Context: an optimization exercise on an open-source flow, tuned for small area, a short achievable clock period and few clock cycles per item. The choices shown serve that exercise and are no tape-out recipe.
Function was checked by simulation only, so behaviour that the tests miss may differ from the original.

==> module avalon_accel, before the edit <==
module avalon_accel(
  input  clk,
  input  reset_n,
  input         avs_write,
  input  [31:0] avs_writedata,
  output [31:0] avs_readdata,
  input  [4:0]  avs_address,
  output        avm_write,
  output        avm_read,
  input         avm_waitrequest,
  output [31:0] avm_writedata,
  input  [31:0] avm_readdata,
  output [31:0] avm_address,
  output  irq
);
logic [31:0] R [0:7];
always_ff @(posedge clk or negedge reset_n)
  if (!reset_n)
    for (int i = 0; i < 8; i++)
      R[i] <= '0;
  else if (avs_write)
    R[avs_address[4:2]] <= avs_writedata;
assign avs_readdata = R[avs_address[4:2]];
wire ctrl_wr = avs_write && (avs_address[4:2] == 3'd7);
localparam [1:0] M_FILL = 2'd0, M_FULL = 2'd1, M_CT = 2'd2;
logic [1:0]   bmode;     
logic [1:0]   widx;      
logic         wlast;     
logic         bsingle;   
logic         csingle;   
logic         job;       
logic         done;      
logic         run;       
logic [4:0]   rc;        
logic [29:0]  rrem;      
logic         all_read;  
logic [29:0]  rd_addr, wr_addr;
logic [127:0] buff;
logic [127:0] st;
logic [127:0] key;
wire start = ctrl_wr && avs_writedata[0] && !job && !done;
wire clear = ctrl_wr && (avs_writedata == 32'd0);
wire ack      = !avm_waitrequest;
wire filling  = (bmode == M_FILL);
wire draining = (bmode == M_CT);
wire rd_req   = job && filling && !all_read;
wire rd_done  = rd_req && ack;
wire wr_done  = draining && ack;
wire dummy    = filling && all_read && widx[1];
wire shift    = rd_done || wr_done || dummy;
wire [127:0] s2, ct, k2;
present_rounds u_rounds (.s0(st), .k0(key), .rc(rc), .s2(s2), .k2(k2), .ct(ct));
wire cfin     = run && (rc == 5'd31);
wire pt_avail = (bmode == M_FULL);
wire load_pt  = pt_avail && (!run || cfin);
wire no_more  = all_read && filling && (widx == 2'd0);
wire ct_last  = cfin && no_more;
wire ct_to_b  = (cfin && pt_avail) || ct_last;
wire advance  = run && !cfin;
wire [29:0] cur_addr  = draining ? wr_addr : rd_addr;
wire [29:0] next_addr = cur_addr + 30'd1;
wire irq_set = job && all_read && !run && wlast && wr_done;
always_ff @(posedge clk or negedge reset_n)
  if (!reset_n) begin
    bmode    <= M_FILL;
    widx     <= 2'd0;
    wlast    <= 1'b0;
    job      <= 1'b0;
    done     <= 1'b0;
    run      <= 1'b0;
    all_read <= 1'b0;
  end else begin
    if (start) job <= 1'b1;
    else if (irq_set) job <= 1'b0;
    if (clear) done <= 1'b0;
    else if (irq_set) done <= 1'b1;
    if (start) all_read <= 1'b0;
    else if (rd_done && widx[0] && rrem == 30'd1) all_read <= 1'b1;
    if (load_pt) run <= 1'b1;
    else if (ct_last) run <= 1'b0;
    if (ct_to_b) wlast <= 1'b0;
    else if (wr_done) wlast <= !wlast && (widx == 2'd2 || (bsingle && widx == 2'd0));
    if (ct_to_b) begin
      bmode <= M_CT;
      widx  <= 2'd0;
    end else if (load_pt) begin
      bmode <= M_FILL;
      widx  <= 2'd0;
    end else if (shift) begin
      widx <= widx + 2'd1;
      if (filling && widx == 2'd3) bmode <= M_FULL;
      if (draining && wlast) begin
        bmode <= M_FILL;
        widx  <= 2'd0;
      end
    end
  end
always_ff @(posedge clk) begin
  if (start) begin
    rd_addr <= R[4][31:2];
    wr_addr <= R[5][31:2];
    rrem    <= R[6][29:0];
  end else begin
    if (rd_done) rd_addr <= next_addr;
    if (wr_done) wr_addr <= next_addr;
    if (rd_done && widx[0]) rrem <= rrem - 30'd1;
  end
  if (filling && shift && widx == 2'd3) bsingle <= dummy;
  else if (ct_to_b) bsingle <= csingle;
  if (load_pt) begin
    st      <= buff;
    key     <= {R[3], R[2], R[1], R[0]};
    rc      <= 5'd1;
    csingle <= bsingle;
  end else if (advance) begin
    st  <= s2;
    key <= k2;
    rc  <= rc + 5'd2;
  end
  if (ct_to_b) buff <= ct;
  else if (shift) buff <= {avm_readdata, buff[127:32]};
end
assign irq           = done || irq_set;
assign avm_read      = rd_req;
assign avm_write     = draining;
assign avm_address   = {cur_addr, 2'b00};
assign avm_writedata = buff[31:0];
endmodule
clock: 5.0 ns
lec_check: 0
cap_margin: 20
core_margin: 2
core_utilization: 40
setup_slack_margin: 1.7
slew_margin: 20
standard.sh (not shown) runs the stock make flow with config.mk's settings and CLKGATE_MAP_FILE= SYNTH_SCRIPT=/design/flow/synth_recipe.tcl, a recipe that flattens the netlist after the stock synthesis.
==> flow/flow/run.sh <==
#!/bin/bash
# The standard layout, with the input and output port buffers inserted as
# buf_4 cells instead of buffer_ports' default delay buffers.
set -euo pipefail
export BUFFER_PORTS_ARGS="-buffer_cell sky130_fd_sc_hd__buf_4"
bash standard.sh > standard.log 2>&1
Testbench counts at the start, summed over its fixed seeds: cycles 8,822, blocks 799.
Next try:
--- a/flow/design.v
+++ b/flow/design.v
@@ -69,20 +69,19 @@
     R[avs_address[4:2]] <= avs_writedata;
 assign avs_readdata = R[avs_address[4:2]];
 wire ctrl_wr = avs_write && (avs_address[4:2] == 3'd7);
 localparam [1:0] M_FILL = 2'd0, M_FULL = 2'd1, M_CT = 2'd2;
 logic [1:0]   bmode;     
 logic [1:0]   widx;      
-logic         wlast;     
 logic         bsingle;   
 logic         csingle;   
 logic         job;       
 logic         done;      
 logic         run;       
 logic [4:0]   rc;        
-logic [29:0]  rrem;      
+logic [31:0]  rrem;      
 logic         all_read;  
 logic [29:0]  rd_addr, wr_addr;
 logic [127:0] buff;
 logic [127:0] st;
 logic [127:0] key;
 wire start = ctrl_wr && avs_writedata[0] && !job && !done;
@@ -92,68 +91,64 @@
 wire draining = (bmode == M_CT);
 wire rd_req   = job && filling && !all_read;
 wire rd_done  = rd_req && ack;
 wire wr_done  = draining && ack;
 wire dummy    = filling && all_read && widx[1];
 wire shift    = rd_done || wr_done || dummy;
+wire wr_last  = (widx == 2'd3) || (bsingle && widx == 2'd1);
 wire [127:0] s2, ct, k2;
 present_rounds u_rounds (.s0(st), .k0(key), .rc(rc), .s2(s2), .k2(k2), .ct(ct));
 wire cfin     = run && (rc == 5'd31);
 wire pt_avail = (bmode == M_FULL);
 wire load_pt  = pt_avail && (!run || cfin);
 wire no_more  = all_read && filling && (widx == 2'd0);
 wire ct_last  = cfin && no_more;
 wire ct_to_b  = (cfin && pt_avail) || ct_last;
 wire advance  = run && !cfin;
-wire [29:0] cur_addr  = draining ? wr_addr : rd_addr;
-wire [29:0] next_addr = cur_addr + 30'd1;
-wire irq_set = job && all_read && !run && wlast && wr_done;
+wire irq_set = job && wr_done && wr_last && all_read && !run;
 always_ff @(posedge clk or negedge reset_n)
   if (!reset_n) begin
     bmode    <= M_FILL;
     widx     <= 2'd0;
-    wlast    <= 1'b0;
     job      <= 1'b0;
     done     <= 1'b0;
     run      <= 1'b0;
     all_read <= 1'b0;
   end else begin
     if (start) job <= 1'b1;
     else if (irq_set) job <= 1'b0;
     if (clear) done <= 1'b0;
     else if (irq_set) done <= 1'b1;
     if (start) all_read <= 1'b0;
-    else if (rd_done && widx[0] && rrem == 30'd1) all_read <= 1'b1;
+    else if (rd_done && widx[0] && rrem == 32'd1) all_read <= 1'b1;
     if (load_pt) run <= 1'b1;
     else if (ct_last) run <= 1'b0;
-    if (ct_to_b) wlast <= 1'b0;
-    else if (wr_done) wlast <= !wlast && (widx == 2'd2 || (bsingle && widx == 2'd0));
     if (ct_to_b) begin
       bmode <= M_CT;
       widx  <= 2'd0;
     end else if (load_pt) begin
       bmode <= M_FILL;
       widx  <= 2'd0;
     end else if (shift) begin
       widx <= widx + 2'd1;
       if (filling && widx == 2'd3) bmode <= M_FULL;
-      if (draining && wlast) begin
+      if (draining && wr_last) begin
         bmode <= M_FILL;
         widx  <= 2'd0;
       end
     end
   end
 always_ff @(posedge clk) begin
   if (start) begin
     rd_addr <= R[4][31:2];
     wr_addr <= R[5][31:2];
-    rrem    <= R[6][29:0];
+    rrem    <= R[6];
   end else begin
-    if (rd_done) rd_addr <= next_addr;
-    if (wr_done) wr_addr <= next_addr;
-    if (rd_done && widx[0]) rrem <= rrem - 30'd1;
+    if (rd_done) rd_addr <= rd_addr + 30'd1;
+    if (wr_done) wr_addr <= wr_addr + 30'd1;
+    if (rd_done && widx[0]) rrem <= rrem - 32'd1;
   end
   if (filling && shift && widx == 2'd3) bsingle <= dummy;
   else if (ct_to_b) bsingle <= csingle;
   if (load_pt) begin
     st      <= buff;
     key     <= {R[3], R[2], R[1], R[0]};
@@ -167,9 +162,9 @@
   if (ct_to_b) buff <= ct;
   else if (shift) buff <= {avm_readdata, buff[127:32]};
 end
 assign irq           = done || irq_set;
 assign avm_read      = rd_req;
 assign avm_write     = draining;
-assign avm_address   = {cur_addr, 2'b00};
+assign avm_address   = {draining ? wr_addr : rd_addr, 2'b00};
 assign avm_writedata = buff[31:0];
 endmodule
=> Routed wire length went down by 2.9%; setup slack got worse by 0.16 ns; worst hold slack is better by 0.17 ns; die area rose by about 1.1%; clock skew shrinks by 0.034 ns.
Testbench counts after the change, summed over its fixed seeds: cycles 8,822, blocks 799.

[separate check: timing with driven ports]
The flow's constraints put no driver on any port. The routed layouts listed below were extracted and timed again, unchanged, in two steps. Step 1 (the two cells are an assumption about what drives the block):
set clk [get_ports {clk}]
set_driving_cell -lib_cell sky130_fd_sc_hd__clkbuf_16 $clk
set_driving_cell -lib_cell sky130_fd_sc_hd__buf_2 [delete_from_list [all_inputs] $clk]
Step 2, shift: input delay + t, output delay - t, t = (earliest + latest rising clock arrival at the registers) / 2. This alone moves slack from input paths to output paths. Slacks: ideal / step 1 / step 2; pairs: ideal / step 1.
| run | t (ns) | setup WS [ns] | latest minus earliest clock arrival (ns) | cell pins on the clock port's net |
|---|---|---|---|---|
| the first run | 0.758 | 1.639 / 1.420 / 1.391 | 0.057 / 0.057 | 1 |
| the second run | 0.728 | 1.484 / 1.415 / 1.392 | 0.023 / 0.024 | 1 |
After both steps every run listed still meets setup and hold. The setup slack of the first run, which loses most, moves by -0.219 ns with the drivers and by -0.248 ns with both steps.
